Context: an optimization exercise on an open-source flow, tuned for small area. The choices shown serve that exercise and are no tape-out recipe. The RTL was checked by simulation tests, not by an equivalence proof against the original design. Power figures rest on the tool's default switching activity, not on a simulated workload.

Setup of v6:
==> module bit_recovery, before the edit <==
module bit_recovery(
	input  logic       clk,
	input  logic       resetn,
	input  logic [4:0] phase,
	input  logic       take,
	output logic       data_bits
	);
	logic [4:0] phase_q;
	logic lt, keep, val;
	logic [1:0] out_d [0:2];
	assign lt = phase[3:0] < phase_q[3:0];
	assign keep = (phase[4] == phase_q[4]) && (lt ^ phase[4]);
	assign val = (phase[4] != phase_q[4]) ? lt : ~phase[4];
	always_ff @(posedge clk, negedge resetn) begin
		if (~resetn) begin
			out_d[0] <= 0;
			out_d[1] <= 0;
			out_d[2] <= 0;
			phase_q <= 0;
			data_bits <= 0;
		end else begin
			out_d[0] <= !take ? 2'b00 : keep ? 2'b01 : {1'b1, val};
			out_d[1] <= out_d[0];
			out_d[2] <= out_d[1];
			if (take)
				phase_q <= phase;
			if (out_d[2][1])
				data_bits <= out_d[2][0];
		end
	end
endmodule
==> module cdr, before the edit <==
module cdr(
	input  logic clk,
	input  logic resetn_i,
	input  logic data_i,
	output logic data_en_o,
	output logic take_o
	);
	logic fall_q;
	logic T_w, E_w;
	logic q1, q2, q3, q4;
	logic [4:0] count;
	logic [4:0] cycles;
	logic en_rise_w, en_fall_w;
	assign T_w = q1 ^ q2;
	assign E_w = q2 ^ q4;
	assign cycles = ~T_w ? 5'd24 : (E_w ? 5'd25 : 5'd23);
	assign en_rise_w = count == 12;
	assign en_fall_w = count == cycles;
	assign take_o = fall_q;
	always_ff @(posedge clk, negedge resetn_i) begin
		if (~resetn_i) begin
			q1 <= 0;
			q2 <= 0;
			q3 <= 0;
			q4 <= 0;
			fall_q <= 0;
			count <= 24;
			data_en_o <= 0;
		end else begin
			if (en_rise_w) begin
				q1 <= data_i;
				q2 <= q1;
				q4 <= q3;
			end
			if (en_fall_w) begin
				q3 <= data_i;
				count <= 0;
			end else
				count <= count + 1;
			fall_q <= en_fall_w;
			data_en_o <= fall_q;
		end
	end
endmodule
clock: 10.0 ns
lec_check: 0
abc_area: 1
cap_margin: 20
core_margin: 2
core_utilization: 75
place_density: 0.88
slew_margin: 20
standard.sh (not shown) runs the stock make flow with config.mk's settings and CLKGATE_MAP_FILE= SYNTH_SCRIPT=/design/flow/synth_recipe.tcl, a recipe that flattens the netlist after the stock synthesis.
==> flow/flow/run.sh <==
#!/bin/bash
# Layout flow: the standard flow (standard.sh) for every step, with these
# changes in how the layout is made:
#  - synthesis maps the logic with an area-oriented ABC script (abc_area.script
#    here, in place of ORFS's) and leaves adders to ABC (no ADDER_MAP_FILE);
#    the rest of synthesis is ORFS's, unchanged, so the registers are the
#    standard synthesis's;
#  - port buffers are sky130_fd_sc_hd__buf_1 (every port still gets one);
#  - clock tree synthesis leaves out dummy loads and uses clkbuf_8 buffers with
#    small sink clusters.
# Each step's full output goes to a log file in the work folder.
set -euo pipefail
WORK=$(pwd)
cp -r "$FLOW_HOME/scripts" "$WORK/scripts_own"
cp "$WORK/flow/abc_area.script" "$WORK/scripts_own/abc_area.script"
SCRIPTS_DIR="$WORK/scripts_own" ADDER_MAP_FILE= bash standard.sh synth > "$WORK/log_synth.txt" 2>&1
export BUFFER_PORTS_ARGS="-buffer_cell sky130_fd_sc_hd__buf_1"
export CTS_ARGS="-sink_clustering_enable -repair_clock_nets -dont_use_dummy_load -sink_clustering_size 16 -sink_clustering_max_diameter 50 -buf_list sky130_fd_sc_hd__clkbuf_8"
bash standard.sh finish > "$WORK/log_layout.txt" 2>&1
==> flow/flow/abc_area.script <==
strash
&get -n
&dch
&nf -R 1000
&put
strash
&get -n
&dch
&nf -R 1000
&put
topo
What v7 does differently from v6 at the input level:
diff --git a/flow/design.v b/flow/design.v
--- a/flow/design.v
+++ b/flow/design.v
@@ -443,26 +443,29 @@
 	);
 	logic [4:0] phase_q;
-	logic lt, keep, val;
-	logic [1:0] out_d [0:2];
+	logic lt, bit_new, bit_early;
+	logic [2:0] bit_d;
 	assign lt = phase[3:0] < phase_q[3:0];
-	assign keep = (phase[4] == phase_q[4]) && (lt ^ phase[4]);
-	assign val = (phase[4] != phase_q[4]) ? lt : ~phase[4];
+	always_comb begin
+		if (phase[4] != phase_q[4])
+			bit_new = lt;
+		else if (!phase[4])
+			bit_new = lt ? bit_early : 1'b1;
+		else
+			bit_new = lt ? 1'b0 : bit_early;
+	end
 	always_ff @(posedge clk, negedge resetn) begin
 		if (~resetn) begin
-			out_d[0] <= 0;
-			out_d[1] <= 0;
-			out_d[2] <= 0;
 			phase_q <= 0;
-			data_bits <= 0;
+			bit_early <= 0;
+			bit_d <= 0;
 		end else begin
-			out_d[0] <= !take ? 2'b00 : keep ? 2'b01 : {1'b1, val};
-			out_d[1] <= out_d[0];
-			out_d[2] <= out_d[1];
-			if (take)
+			if (take) begin
 				phase_q <= phase;
-			if (out_d[2][1])
-				data_bits <= out_d[2][0];
+				bit_early <= bit_new;
+			end
+			bit_d <= {bit_d[1:0], bit_early};
 		end
 	end
+	assign data_bits = bit_d[2];
 endmodule
 module cdr(
@@ -473,5 +476,4 @@
 	output logic take_o
 	);
-	logic fall_q;
 	logic T_w, E_w;
 	logic q1, q2, q3, q4;
@@ -484,5 +486,6 @@
 	assign en_rise_w = count == 12;
 	assign en_fall_w = count == cycles;
-	assign take_o = fall_q;
+	assign take_o = count == 0;
+	assign data_en_o = count == 1;
 	always_ff @(posedge clk, negedge resetn_i) begin
 		if (~resetn_i) begin
@@ -491,7 +494,5 @@
 			q3 <= 0;
 			q4 <= 0;
-			fall_q <= 0;
 			count <= 24;
-			data_en_o <= 0;
 		end else begin
 			if (en_rise_w) begin
@@ -505,6 +506,4 @@
 			end else
 				count <= count + 1;
-			fall_q <= en_fall_w;
-			data_en_o <= fall_q;
 		end
 	end
--- outcome ---
v6 → v7: cell depth of the worst flop-to-flop path went down by 4.8%; maximum frequency moved down; footprint of the multi-input gates shrank by about 0.4%. Buffer count excluding the clock tree in the final layout (v7 over v6): increase, 1. Fraction of power spent switching nets in v7 is 0.37 points below v6. Summary of v7 over v6: area added between synthesis and finish ~0 delta; synthesized cell count +16; met3 wire length -12%. Status: sum of routed wire segments on met1 parity (v7, v6). Diff v6 -> v7: final cell count +about 1.1%; global-route usage over all layers -0.78 points; clock power ~0 delta.

[re-timing with driven ports]
Ports are ideal in the flow. The routed layouts listed here were re-timed in OpenROAD. Step 1 sets driving cells, clkbuf_16 on the clock port and buf_2 on the other inputs (assumed; they add their load-dependent delay and slew). Step 2, shift: input delay + t, output delay - t, t = (earliest + latest rising clock arrival at the registers) / 2. This alone moves slack from input paths to output paths. a / b / c = no drivers / after step 1 / after step 2; a / b = the first two.
run | shift t [ns] | slack for setup (ns) | clock arrival spread, ns | cell pins on the clock port's net
v6 | 0.588 | 3.347 / 3.368 / 2.780 | 0.057 / 0.058 | 1
v7 | 0.596 | 3.263 / 3.284 / 2.688 | 0.078 / 0.078 | 1
After both steps every run listed still meets setup and hold. The setup slack of v7, which loses most, moves by +0.021 ns with the drivers and by -0.575 ns with both steps.
